Background: an optimization exercise with open tools, aiming at small area, a short achievable clock period and few clock cycles. Do not read the settings as production practice. The RTL was checked by simulation tests, not by an equivalence proof against the original design. Power and IR drop assume default switching activity.

==> branch sierra: inputs <==
## TPU
module TPU(
    clk,
    rst_n,
    in_valid,
    K,
    M,
    N,
    busy,
    A_wr_en,
    A_index,
    A_data_in,
    A_data_out,
    B_wr_en,
    B_index,
    B_data_in,
    B_data_out,
    C_wr_en,
    C_index,
    C_data_in,
    C_data_out
);
input clk;
input rst_n;
input            in_valid;
input [7:0]      K;
input [7:0]      M;
input [7:0]      N;
output  reg      busy;
output           A_wr_en;
output [15:0]    A_index;
output [31:0]    A_data_in;
input  [31:0]    A_data_out;
output           B_wr_en;
output [15:0]    B_index;
output [31:0]    B_data_in;
input  [31:0]    B_data_out;
output           C_wr_en;
output [15:0]    C_index;
output [127:0]   C_data_in;
input  [127:0]   C_data_out;
reg  [7:0] k_end;        
reg  [2:0] pad1;         
reg        k_one;        
reg  [5:0] mt_last;      
reg        mt_zero;      
reg  [3:0] last_rows;    
reg  [3:0] top_row;      
wire [7:0] m_dec      = M - 8'd1;
wire [7:0] n_dec      = N - 8'd1;
wire [7:0] k_dec      = K - 8'd1;
wire [5:0] mt_last_in = m_dec[7:2];                      
wire [5:0] nt_last_in = n_dec[7:2];                      
wire       m_one_tile = (M[7:3] == 5'd0) & ~(M[2] & |M[1:0]);    
wire       n_one_tile = (N[7:3] == 5'd0) & ~(N[2] & |N[1:0]);    
wire       k_small    = (K[7:2] == 6'd0);                
wire [7:0] k_end_in   = k_small ? 8'd3 : k_dec;
always @(posedge clk) begin
    if (in_valid) begin
        k_end     <= k_end_in;
        pad1      <= k_small ? 3'd5 - {1'b0, K[1:0]} : 3'd1;
        k_one     <= (K == 8'd1);
        mt_last   <= mt_last_in;
        mt_zero   <= m_one_tile;
        case (M[1:0])
            2'd1:    begin last_rows <= 4'b0001; top_row <= 4'b0001; end
            2'd2:    begin last_rows <= 4'b0011; top_row <= 4'b0010; end
            2'd3:    begin last_rows <= 4'b0111; top_row <= 4'b0100; end
            default: begin last_rows <= 4'b1111; top_row <= 4'b1000; end
        endcase
    end
end
reg        issuing;
reg  [7:0] kd;           
reg  [5:0] id, jd;       
reg        f_te;         
reg        f_k0;         
reg        f_kv;         
reg        f_kl;         
reg        f_ie;         
reg        f_je;         
  ...
clock: 8.0 ns
lec_check: 0
abc_area: 1
cap_margin: 20
core_margin: 2
core_utilization: 55
place_density: 0.7
setup_slack_margin: 4.7
slew_margin: 20
run.sh (not shown) runs the stock make flow with config.mk's settings and CLKGATE_MAP_FILE= SYNTH_SCRIPT=/design/flow/synth_recipe.tcl, a recipe that flattens the netlist after the stock synthesis.
==> branch violet: changes against branch sierra <==
--- a/flow/design.v
+++ b/flow/design.v
@@ -142,11 +142,11 @@
 wire       iss_wr  = iss_v & f_kl;
 wire [3:0] wmask   = f_ie ? last_rows : 4'hF;
 wire [3:0] fmask   = (f_ie & f_je) ? top_row : 4'h0;
 reg  [31:0] a_q, b_q;
 always @(posedge clk) begin
-    a_q <= A_data_out;
+    a_q <= A_data_out & {32{iss_v}};
     b_q <= B_data_out;
 end
 reg  [31:0] b_d [1:3];
 reg  [7:0]  a1_d1, a2_d1, a2_d2, a3_d1, a3_d2, a3_d3;
 always @(posedge clk) begin
@@ -159,22 +159,31 @@
     a3_d1  <= a_q[7:0];
     a3_d2  <= a3_d1;
     a3_d3  <= a3_d2;
 end
 wire [9:0]  a3_row [0:3];
-reg  [9:0]  tq0, tq1, tq2, tq3;
-wire [7:0]  lane0 = A_data_out[31:24];
+reg  [9:0]  tq [0:3];
+reg  [9:0]  t1_d1, t2_d1, t2_d2, t3_d1, t3_d2, t3_d3;
+genvar l;
+generate
+    for (l = 0; l < 4; l = l + 1) begin : triple
+        wire [7:0] lane = A_data_out[31-8*l -: 8];
+        always @(posedge clk) tq[l] <= ({2'b00, lane} + {1'b0, lane, 1'b0}) & {10{iss_v}};
+    end
+endgenerate
 always @(posedge clk) begin
-    tq0 <= {2'b00, lane0} + {1'b0, lane0, 1'b0};
-    tq1 <= {2'b00, a_q[23:16]} + {1'b0, a_q[23:16], 1'b0};
-    tq2 <= {2'b00, a2_d1} + {1'b0, a2_d1, 1'b0};
-    tq3 <= {2'b00, a3_d2} + {1'b0, a3_d2, 1'b0};
+    t1_d1 <= tq[1];
+    t2_d1 <= tq[2];
+    t2_d2 <= t2_d1;
+    t3_d1 <= tq[3];
+    t3_d2 <= t3_d1;
+    t3_d3 <= t3_d2;
 end
-assign a3_row[0] = tq0;
-assign a3_row[1] = tq1;
-assign a3_row[2] = tq2;
-assign a3_row[3] = tq3;
+assign a3_row[0] = tq[0];
+assign a3_row[1] = t1_d1;
+assign a3_row[2] = t2_d2;
+assign a3_row[3] = t3_d3;
 wire [7:0]  a_row [0:3];
 wire [31:0] b_row [0:3];
 assign a_row[0] = a_q[31:24];
 assign a_row[1] = a1_d1;
 assign a_row[2] = a2_d2;
@@ -279,12 +288,11 @@
     output     [23:0] x,
     output     [23:0] y
 );
 reg  [23:0] xr;
 reg  [4:0] yr;
-wire [23:0] xt = xr;
-wire [23:0] xc = xt & {24{~clr}};
+wire [23:0] xc = xr & {24{~clr}};
 wire [23:0] yfull;
 assign yfull[0] = 1'b0;
 assign yfull[1] = 1'b0;
 assign yfull[2] = 1'b0;
 assign yfull[3] = 1'b0;
@@ -431,8 +439,8 @@
 wire [4:0] ch20 = {1'b0, xc[23], xc[22], xc[21], xc[20]} + {1'b0, 1'b0, 1'b0, 1'b0, yc[20]};
 always @(posedge clk) begin
     xr <= {ch20[3], ch20[2], ch20[1], ch20[0], ch16[3], ch16[2], ch16[1], ch16[0], ch12[3], ch12[2], ch12[1], ch12[0], ch8[3], ch8[2], ch8[1], ch8[0], ch4[3], ch4[2], ch4[1], ch4[0], ch0[3], ch0[2], ch0[1], ch0[0]};
     yr <= {ch16[4], ch12[4], ch8[4], ch4[4], ch0[4]};
 end
-assign x = xt;
+assign x = xr;
 assign y = yfull;
 endmodule
--- a/flow/config.mk
+++ b/flow/config.mk
@@ -6,9 +6,8 @@
 export NUM_CORES = 4
 export LEC_CHECK = 0
 export ABC_AREA = 1
 export CAP_MARGIN = 20
 export CORE_MARGIN = 2
-export CORE_UTILIZATION = 55
-export PLACE_DENSITY = 0.7
+export CORE_UTILIZATION = 40
 export SETUP_SLACK_MARGIN = 4.7
 export SLEW_MARGIN = 20
==> branch delta: changes against branch sierra <==
--- a/flow/design.v
+++ b/flow/design.v
@@ -142,11 +142,11 @@
 wire       iss_wr  = iss_v & f_kl;
 wire [3:0] wmask   = f_ie ? last_rows : 4'hF;
 wire [3:0] fmask   = (f_ie & f_je) ? top_row : 4'h0;
 reg  [31:0] a_q, b_q;
 always @(posedge clk) begin
-    a_q <= A_data_out;
+    a_q <= A_data_out & {32{iss_v}};
     b_q <= B_data_out;
 end
 reg  [31:0] b_d [1:3];
 reg  [7:0]  a1_d1, a2_d1, a2_d2, a3_d1, a3_d2, a3_d3;
 always @(posedge clk) begin
@@ -159,22 +159,31 @@
     a3_d1  <= a_q[7:0];
     a3_d2  <= a3_d1;
     a3_d3  <= a3_d2;
 end
 wire [9:0]  a3_row [0:3];
-reg  [9:0]  tq0, tq1, tq2, tq3;
-wire [7:0]  lane0 = A_data_out[31:24];
+reg  [9:0]  tq [0:3];
+reg  [9:0]  t1_d1, t2_d1, t2_d2, t3_d1, t3_d2, t3_d3;
+genvar l;
+generate
+    for (l = 0; l < 4; l = l + 1) begin : triple
+        wire [7:0] lane = A_data_out[31-8*l -: 8];
+        always @(posedge clk) tq[l] <= ({2'b00, lane} + {1'b0, lane, 1'b0}) & {10{iss_v}};
+    end
+endgenerate
 always @(posedge clk) begin
-    tq0 <= {2'b00, lane0} + {1'b0, lane0, 1'b0};
-    tq1 <= {2'b00, a_q[23:16]} + {1'b0, a_q[23:16], 1'b0};
-    tq2 <= {2'b00, a2_d1} + {1'b0, a2_d1, 1'b0};
-    tq3 <= {2'b00, a3_d2} + {1'b0, a3_d2, 1'b0};
+    t1_d1 <= tq[1];
+    t2_d1 <= tq[2];
+    t2_d2 <= t2_d1;
+    t3_d1 <= tq[3];
+    t3_d2 <= t3_d1;
+    t3_d3 <= t3_d2;
 end
-assign a3_row[0] = tq0;
-assign a3_row[1] = tq1;
-assign a3_row[2] = tq2;
-assign a3_row[3] = tq3;
+assign a3_row[0] = tq[0];
+assign a3_row[1] = t1_d1;
+assign a3_row[2] = t2_d2;
+assign a3_row[3] = t3_d3;
 wire [7:0]  a_row [0:3];
 wire [31:0] b_row [0:3];
 assign a_row[0] = a_q[31:24];
 assign a_row[1] = a1_d1;
 assign a_row[2] = a2_d2;
@@ -278,35 +287,34 @@
     input      [9:0]  a3,    
     output     [23:0] x,
     output     [23:0] y
 );
 reg  [23:0] xr;
-reg  [4:0] yr;
-wire [23:0] xt = xr;
-wire [23:0] xc = xt & {24{~clr}};
+reg  [2:0] yr;
+wire [23:0] xc = xr & {24{~clr}};
 wire [23:0] yfull;
 assign yfull[0] = 1'b0;
 assign yfull[1] = 1'b0;
 assign yfull[2] = 1'b0;
 assign yfull[3] = 1'b0;
-assign yfull[4] = yr[0];
+assign yfull[4] = 1'b0;
 assign yfull[5] = 1'b0;
-assign yfull[6] = 1'b0;
+assign yfull[6] = yr[0];
 assign yfull[7] = 1'b0;
-assign yfull[8] = yr[1];
+assign yfull[8] = 1'b0;
 assign yfull[9] = 1'b0;
 assign yfull[10] = 1'b0;
 assign yfull[11] = 1'b0;
-assign yfull[12] = yr[2];
+assign yfull[12] = yr[1];
 assign yfull[13] = 1'b0;
 assign yfull[14] = 1'b0;
 assign yfull[15] = 1'b0;
-assign yfull[16] = yr[3];
+assign yfull[16] = 1'b0;
 assign yfull[17] = 1'b0;
-assign yfull[18] = 1'b0;
+assign yfull[18] = yr[2];
 assign yfull[19] = 1'b0;
-assign yfull[20] = yr[4];
+assign yfull[20] = 1'b0;
 assign yfull[21] = 1'b0;
 assign yfull[22] = 1'b0;
 assign yfull[23] = 1'b0;
 wire [23:0] yc = yfull & {24{~clr}};
 wire [9:0] m1 = {2'b00, a};
@@ -365,42 +373,42 @@
 wire q3_9 = (s3_1 & m1[9]) | (s3_2 & m2[9]) | (s3_3 & a3[9]);
 wire t1 = xc[2] ^ q0_2;
 wire t2 = xc[2] & q0_2;
 wire t3 = xc[3] ^ q0_3 ^ q1_1;
 wire t4 = (xc[3] & q0_3) | (xc[3] & q1_1) | (q0_3 & q1_1);
-wire t5 = xc[4] ^ yc[4] ^ q0_4;
-wire t6 = (xc[4] & yc[4]) | (xc[4] & q0_4) | (yc[4] & q0_4);
-wire t7 = q1_2 ^ q2_0;
-wire t8 = q1_2 & q2_0;
+wire t5 = xc[4] ^ q0_4 ^ q1_2;
+wire t6 = (xc[4] & q0_4) | (xc[4] & q1_2) | (q0_4 & q1_2);
+wire t7 = q2_0 ^ t4;
+wire t8 = q2_0 & t4;
 wire t9 = xc[5] ^ q0_5 ^ q1_3;
 wire t10 = (xc[5] & q0_5) | (xc[5] & q1_3) | (q0_5 & q1_3);
-wire t11 = q2_1 ^ t8 ^ t6;
-wire t12 = (q2_1 & t8) | (q2_1 & t6) | (t8 & t6);
-wire t13 = xc[6] ^ q0_6 ^ q1_4;
-wire t14 = (xc[6] & q0_6) | (xc[6] & q1_4) | (q0_6 & q1_4);
-wire t15 = q2_2 ^ q3_0 ^ t10;
-wire t16 = (q2_2 & q3_0) | (q2_2 & t10) | (q3_0 & t10);
-wire t17 = t13 ^ t12;
-wire t18 = t13 & t12;
+wire t11 = q2_1 ^ t6 ^ t9;
+wire t12 = (q2_1 & t6) | (q2_1 & t9) | (t6 & t9);
+wire t13 = xc[6] ^ yc[6] ^ q0_6;
+wire t14 = (xc[6] & yc[6]) | (xc[6] & q0_6) | (yc[6] & q0_6);
+wire t15 = q1_4 ^ q2_2 ^ q3_0;
+wire t16 = (q1_4 & q2_2) | (q1_4 & q3_0) | (q2_2 & q3_0);
+wire t17 = t10 ^ t13 ^ t15;
+wire t18 = (t10 & t13) | (t10 & t15) | (t13 & t15);
 wire t19 = xc[7] ^ q0_7 ^ q1_5;
 wire t20 = (xc[7] & q0_7) | (xc[7] & q1_5) | (q0_7 & q1_5);
 wire t21 = q2_3 ^ q3_1 ^ t14;
 wire t22 = (q2_3 & q3_1) | (q2_3 & t14) | (q3_1 & t14);
-wire t23 = t19 ^ t16 ^ t21;
-wire t24 = (t19 & t16) | (t19 & t21) | (t16 & t21);
-wire t25 = xc[8] ^ yc[8] ^ q0_8;
-wire t26 = (xc[8] & yc[8]) | (xc[8] & q0_8) | (yc[8] & q0_8);
-wire t27 = q1_6 ^ q2_4 ^ q3_2;
-wire t28 = (q1_6 & q2_4) | (q1_6 & q3_2) | (q2_4 & q3_2);
-wire t29 = t20 ^ t25 ^ t27;
-wire t30 = (t20 & t25) | (t20 & t27) | (t25 & t27);
+wire t23 = t16 ^ t19 ^ t18;
+wire t24 = (t16 & t19) | (t16 & t18) | (t19 & t18);
+wire t25 = xc[8] ^ q0_8 ^ q1_6;
+wire t26 = (xc[8] & q0_8) | (xc[8] & q1_6) | (q0_8 & q1_6);
+wire t27 = q2_4 ^ q3_2 ^ t20;
+wire t28 = (q2_4 & q3_2) | (q2_4 & t20) | (q3_2 & t20);
+wire t29 = t25 ^ t22 ^ t27;
+wire t30 = (t25 & t22) | (t25 & t27) | (t22 & t27);
 wire t31 = xc[9] ^ q0_9 ^ q1_7;
 wire t32 = (xc[9] & q0_9) | (xc[9] & q1_7) | (q0_9 & q1_7);
 wire t33 = q2_5 ^ q3_3 ^ t26;
 wire t34 = (q2_5 & q3_3) | (q2_5 & t26) | (q3_3 & t26);
-wire t35 = t28 ^ t31 ^ t30;
-wire t36 = (t28 & t31) | (t28 & t30) | (t31 & t30);
+wire t35 = t31 ^ t28 ^ t33;
+wire t36 = (t31 & t28) | (t31 & t33) | (t28 & t33);
 wire t37 = xc[10] ^ q1_8 ^ q2_6;
 wire t38 = (xc[10] & q1_8) | (xc[10] & q2_6) | (q1_8 & q2_6);
 wire t39 = q3_4 ^ t32 ^ t37;
 wire t40 = (q3_4 & t32) | (q3_4 & t37) | (t32 & t37);
 wire t41 = t34 ^ t39;
@@ -413,26 +421,26 @@
 wire t48 = t40 & t45;
 wire t49 = xc[12] ^ yc[12] ^ q2_8;
 wire t50 = (xc[12] & yc[12]) | (xc[12] & q2_8) | (yc[12] & q2_8);
 wire t51 = q3_6 ^ t44 ^ t49;
 wire t52 = (q3_6 & t44) | (q3_6 & t49) | (t44 & t49);
-wire t53 = xc[13] ^ q2_9 ^ q3_7;
-wire t54 = (xc[13] & q2_9) | (xc[13] & q3_7) | (q2_9 & q3_7);
-wire t55 = t50 ^ t53;
-wire t56 = t50 & t53;
-wire t57 = xc[14] ^ q3_8 ^ t54;
-wire t58 = (xc[14] & q3_8) | (xc[14] & t54) | (q3_8 & t54);
-wire t59 = xc[15] ^ q3_9;
-wire t60 = xc[15] & q3_9;
-wire [4:0] ch0 = {1'b0, t2, q1_0, xc[1], xc[0]} + {1'b0, t3, t1, q0_1, q0_0};
-wire [4:0] ch4 = {1'b0, t18, t15, t9, t7} + {1'b0, t23, t17, t11, t4} + {4'd0, t5};
-wire [4:0] ch8 = {1'b0, t42, t41, t33, t22} + {1'b0, t47, t36, t35, t29} + {4'd0, t24};
-wire [4:0] ch12 = {1'b0, t59, t56, t55, t46} + {1'b0, t58, t57, t52, t51} + {4'd0, t48};
-wire [4:0] ch16 = {1'b0, xc[19], xc[18], xc[17], xc[16]} + {1'b0, 1'b0, 1'b0, 1'b0, yc[16]} + {4'd0, t60};
-wire [4:0] ch20 = {1'b0, xc[23], xc[22], xc[21], xc[20]} + {1'b0, 1'b0, 1'b0, 1'b0, yc[20]};
+wire t53 = t46 ^ t51;
+wire t54 = t46 & t51;
+wire t55 = xc[13] ^ q2_9 ^ q3_7;
+wire t56 = (xc[13] & q2_9) | (xc[13] & q3_7) | (q2_9 & q3_7);
+wire t57 = t50 ^ t55 ^ t52;
+wire t58 = (t50 & t55) | (t50 & t52) | (t55 & t52);
+wire t59 = xc[14] ^ q3_8 ^ t56;
+wire t60 = (xc[14] & q3_8) | (xc[14] & t56) | (q3_8 & t56);
+wire t61 = xc[15] ^ q3_9;
+wire t62 = xc[15] & q3_9;
+wire [6:0] ch0 = {1'b0, t8, t5, t2, q1_0, xc[1], xc[0]} + {1'b0, t11, t7, t3, t1, q0_1, q0_0};
+wire [6:0] ch6 = {1'b0, t42, t41, t30, t24, t21, t12} + {1'b0, t47, t36, t35, t29, t23, t17};
+wire [6:0] ch12 = {1'b0, xc[17], xc[16], t61, t59, t54, t48} + {1'b0, 1'b0, t62, t60, t58, t57, t53};
+wire [6:0] ch18 = {1'b0, xc[23], xc[22], xc[21], xc[20], xc[19], xc[18]} + {1'b0, 1'b0, 1'b0, 1'b0, 1'b0, 1'b0, yc[18]};
 always @(posedge clk) begin
-    xr <= {ch20[3], ch20[2], ch20[1], ch20[0], ch16[3], ch16[2], ch16[1], ch16[0], ch12[3], ch12[2], ch12[1], ch12[0], ch8[3], ch8[2], ch8[1], ch8[0], ch4[3], ch4[2], ch4[1], ch4[0], ch0[3], ch0[2], ch0[1], ch0[0]};
-    yr <= {ch16[4], ch12[4], ch8[4], ch4[4], ch0[4]};
+    xr <= {ch18[5], ch18[4], ch18[3], ch18[2], ch18[1], ch18[0], ch12[5], ch12[4], ch12[3], ch12[2], ch12[1], ch12[0], ch6[5], ch6[4], ch6[3], ch6[2], ch6[1], ch6[0], ch0[5], ch0[4], ch0[3], ch0[2], ch0[1], ch0[0]};
+    yr <= {ch12[6], ch6[6], ch0[6]};
 end
-assign x = xt;
+assign x = xr;
 assign y = yfull;
 endmodule
==> flow/config.mk (replaced) <==
export PLATFORM = sky130hd
export DESIGN_NAME = TPU
export DESIGN_NICKNAME = TPU
export VERILOG_FILES = /design/flow/design.v
export SDC_FILE = /design/flow/constraint.sdc
export NUM_CORES = 4
export LEC_CHECK = 0
export CAP_MARGIN = 20
export CORE_MARGIN = 2
export CORE_UTILIZATION = 40
export SETUP_SLACK_MARGIN = 4.6
export SLEW_MARGIN = 20
==> qor summary <==
|  | branch sierra | branch delta | branch violet |
|---|---|---|---|
| Share of final-layout standard cells stronger than drive strength 1 | 0.1317 | 0.2744 | 0.1316 |
| Terminating pin of the worst hold path | a2_d1[3]$_DFF_P_ | a1_d1[2]$_DFF_P_ | a3_d1[3]$_DFF_P_ |
| Sequential cell area | 0.02006 sq mm | 0.02065 sq mm | 0.02112 sq mm |
| Maximum resistive drop on vdd | 0.0002369 V | 0.0001946 V | 0.0001849 V |
| Post-synthesis share of cell area spent on xor and xnor gates | 0.03587 | 0.05284 | 0.03283 |
| Capture instance of the worst register-to-register path | row[3].pe[0].mac.xr[9]$_DFF_P_ | row[0].pe[3].mac.xr[11]$_DFF_P_ | row[2].pe[2].mac.xr[9]$_DFF_P_ |
| Die span in x | 342.4 microns | 408.6 microns | 404.9 microns |
| Area of the mapped netlist | 0.06299 sq mm | 0.06547 sq mm | 0.06429 sq mm |
| Run status | finished clean | finished clean | finished clean |
| Cts bufs inserted | 104 | 111 | 111 |
| Antenna cells | 5 | 9 | 3 |
| Power, Total | 20.35 mW | 26.26 mW | 21.46 mW |
| Worst reg2reg setup slack | 4660 ps | 4400 ps | 4710 ps |
| Post-DR vias/cell | 5.834 | 5.536 | 5.417 |
Testbench counts of branch sierra, summed over its fixed seeds: cycles 122,601.
Testbench counts of branch violet, summed over its fixed seeds: cycles 122,601.
Testbench counts of branch delta, summed over its fixed seeds: cycles 122,601.

==> what the ideal ports hide <==
The flow's constraints put no driver on any port. The routed layouts listed below were extracted and timed again, unchanged, in two steps.
Step 1, drivers: a clkbuf_16 drives clk and a buf_2 each remaining input, both assumed.
Step 2, shift: input delay + t, output delay - t, t = (earliest + latest rising clock arrival at the registers) / 2. This alone moves slack from input paths to output paths.
Three values: ideal ports, drivers, drivers and shift; two values: the first two.
run	t (ns)	slack for setup (ns)	worst data-port slew with drivers (ns)
branch sierra	0.791	4.658 / 4.658 / 4.261	0.07
branch violet	0.830	4.712 / 4.683 / 4.277	0.06
branch delta	0.828	4.399 / 4.399 / 4.123	0.07
After both steps every run listed still meets setup and hold. The setup slack of branch violet, which loses most, moves by -0.029 ns with the drivers and by -0.435 ns with both steps.
